Background: an optimization exercise with open tools, aiming at small area. Do not read the settings as production practice. In this exercise RTL edits were held to simulation tests only and were not proved equivalent to the original. Power and IR drop assume default switching activity.

// top
module top(
    input clk,                           
    input reset,                         
    input tick,                          
    input [5:0] SW,                      
    input [3:1] KEY,                     
    output [6:0] HEX0, HEX1, HEX2,
                   HEX3, HEX4, HEX5,
    output [16:0] LEDR
);
	wire [5:0] seconds, minutes, stopwatch_seconds, stopwatch_minutes, timer_seconds, timer_minutes;
	wire [4:0] hours, stopwatch_hours, timer_hours;
	wire [5:0] alarm_minutes, debug_alarm_minutes;
	wire [4:0] alarm_hours, debug_alarm_hours;
	wire alarm_trigger;
	clock clock_inst(
		.clk(clk), .reset(reset), .tick(tick), .SW(SW),
		.k1(~KEY[1]), .k2(~KEY[2]), .k3(~KEY[3]),
		.seconds(seconds), .minutes(minutes), .hours(hours),
		.stopwatch_seconds(stopwatch_seconds), .stopwatch_minutes(stopwatch_minutes), .stopwatch_hours(stopwatch_hours),
		.timer_seconds(timer_seconds), .timer_minutes(timer_minutes), .timer_hours(timer_hours),
		.alarm_trigger(alarm_trigger),
		.debug_alarm_hours(debug_alarm_hours), .debug_alarm_minutes(debug_alarm_minutes),
		.alarm_hours(alarm_hours), .alarm_minutes(alarm_minutes)
	);
	wire show_alarm = SW[4] | SW[5];
	wire show_sw    = SW[1];
	wire show_timer = SW[2] | SW[3];
	wire [5:0] display_sec = show_alarm ? 6'd0 : show_sw ? stopwatch_seconds : show_timer ? timer_seconds : seconds;
	wire [5:0] display_min = show_alarm ? alarm_minutes : show_sw ? stopwatch_minutes : show_timer ? timer_minutes : minutes;
	wire [4:0] display_hr  = show_alarm ? alarm_hours : show_sw ? stopwatch_hours : show_timer ? timer_hours : hours;
	seg2 d_sec(.v(display_sec), .tens(HEX1), .ones(HEX0));
	seg2 d_min(.v(display_min), .tens(HEX3), .ones(HEX2));
	seg2 d_hr (.v({1'b0, display_hr}), .tens(HEX5), .ones(HEX4));
	assign LEDR[0] = alarm_trigger;
	assign LEDR[1] = ~KEY[1];
	assign LEDR[2] = ~KEY[2];
	assign LEDR[3] = ~KEY[3];
	assign LEDR[4] = SW[4];
	assign LEDR[5] = SW[5];
	assign LEDR[10:6] = debug_alarm_hours;
	assign LEDR[16:11] = debug_alarm_minutes;
endmodule
Settings: LEC_CHECK=0, CAP_MARGIN=20, CORE_MARGIN=2, CORE_UTILIZATION=60, GPL_TIMING_DRIVEN=0, SLEW_MARGIN=20; clock period 20.0 ns.
standard.sh (not shown) runs the stock make flow with config.mk's settings and CLKGATE_MAP_FILE= SYNTH_SCRIPT=/design/flow/synth_recipe.tcl, a recipe that flattens the netlist after the stock synthesis.
==> flow/flow/run.sh <==
#!/bin/bash
# Layout flow: the standard ORFS flow (standard.sh) with these changes:
#  * synthesis is the standard flow's own script (synth_recipe.tcl) except for the logic
#    mapping: ABC runs an area-oriented script (deepsyn, then mapping with
#    &nf) with several random seeds and the smallest result is kept, and
#    adder cells are not extracted first. Registers are not touched by ABC,
#    so they are exactly the standard synthesis's;
#  * the buffers synthesis puts on pass-through outputs are removed at
#    floorplan (REMOVE_ABC_BUFFERS), as port buffering adds its own;
#  * ports are buffered with the smallest buffer cell;
#  * clock tree: clkbuf_8 cells only and no dummy loads.
# Every tool's output goes to a log file in this folder (ORFS's own per-step
# logs are under orfs/logs; flow.log has make's output).
set -euo pipefail
W=$(pwd)
SEEDS="1 2 3 4"
for s in $SEEDS; do
  printf 'strash\n&get -n\n&deepsyn -T 45 -S %s\n&put\n&get -n\n&dch -f\n&nf -R 1000\n&put\n' "$s" > "$W/area_$s.abc"
done
{
  echo "set area_seeds {$SEEDS}"
  echo "set area_dir {$W}"
  cat <<'EOT'
proc abc {args} {
  global area_seeds area_dir
  set i [lsearch -exact $args -script]
  set lib [lindex $args [expr {[lsearch -exact $args -liberty] + 1}]]
  yosys design -save area_pre_abc
  set best ""
  foreach s $area_seeds {
    yosys design -load area_pre_abc
    lset args [expr {$i + 1}] "$area_dir/area_$s.abc"
    yosys abc {*}$args
    set st [tee -q -s result.string stat -liberty $lib]
    regexp {Chip area for module[^:]*:\s*([0-9.]+)} $st -> a
    puts "AREA_SEED $s: $a"
    if {$best eq "" || $a < $best} {
      set best $a
      yosys design -save area_best
    }
  }
  yosys design -load area_best
  puts "AREA_BEST $best"
}
EOT
  cat synth_recipe.tcl
} > area_synth.tcl
sed "s#SYNTH_SCRIPT=[^ ]*#SYNTH_SCRIPT=$W/area_synth.tcl REMOVE_ABC_BUFFERS=1#" standard.sh > area_standard.sh
grep -q "SYNTH_SCRIPT=$W/area_synth.tcl" area_standard.sh
export ADDER_MAP_FILE=
export BUFFER_PORTS_ARGS="-buffer_cell sky130_fd_sc_hd__buf_1"
export CTS_ARGS="-sink_clustering_enable -repair_clock_nets -dont_use_dummy_load -buf_list sky130_fd_sc_hd__clkbuf_8 -sink_buffer_max_cap_derate 1.0"
bash area_standard.sh > flow.log 2>&1
Next try:
--- a/flow/flow/run.sh
+++ b/flow/flow/run.sh
@@ -50,4 +50,4 @@
 export ADDER_MAP_FILE=
 export BUFFER_PORTS_ARGS="-buffer_cell sky130_fd_sc_hd__buf_1"
-export CTS_ARGS="-sink_clustering_enable -repair_clock_nets -dont_use_dummy_load -buf_list sky130_fd_sc_hd__clkbuf_8 -sink_buffer_max_cap_derate 1.0"
+export CTS_ARGS="-sink_clustering_enable -repair_clock_nets -dont_use_dummy_load -buf_list sky130_fd_sc_hd__clkbuf_8"
 bash area_standard.sh > flow.log 2>&1
What happened: The new run produced a clean layout. Critical path depth stays the same. Power stays the same. Setup slack does not change. Final cell count is unchanged. Non-clock buffer count stays the same. Routed wire length does not change. Cell area does not change. Clock power is about the same. Register-to-register slack hardly moves. First-iteration DRC count is unchanged.

## what the ideal ports hide
How much do the figures lean on ideal ports? The routed layouts below were timed once more, with nothing changed but the port constraints. Step 1, drivers: a clkbuf_16 drives clk and a buf_2 each remaining input, both assumed. Step 2 also shifts input and output timing later by t, the mid clock arrival at the registers, as if the neighbouring blocks saw the same clock. Slacks: no drivers / after step 1 / after step 2; pairs: no drivers / after step 1.
| run | t (ns) | slack for setup (ns) | hold slack, ns | latest minus earliest clock arrival (ns) |
|---|---|---|---|---|
| the first run | 0.378 | 7.975 / 7.954 / 7.954 | 0.495 / 0.495 / 0.495 | 0.017 / 0.018 |
| the second run | 0.378 | 7.975 / 7.954 / 7.954 | 0.495 / 0.495 / 0.495 | 0.017 / 0.018 |
After both steps setup and hold are still met in every run listed.
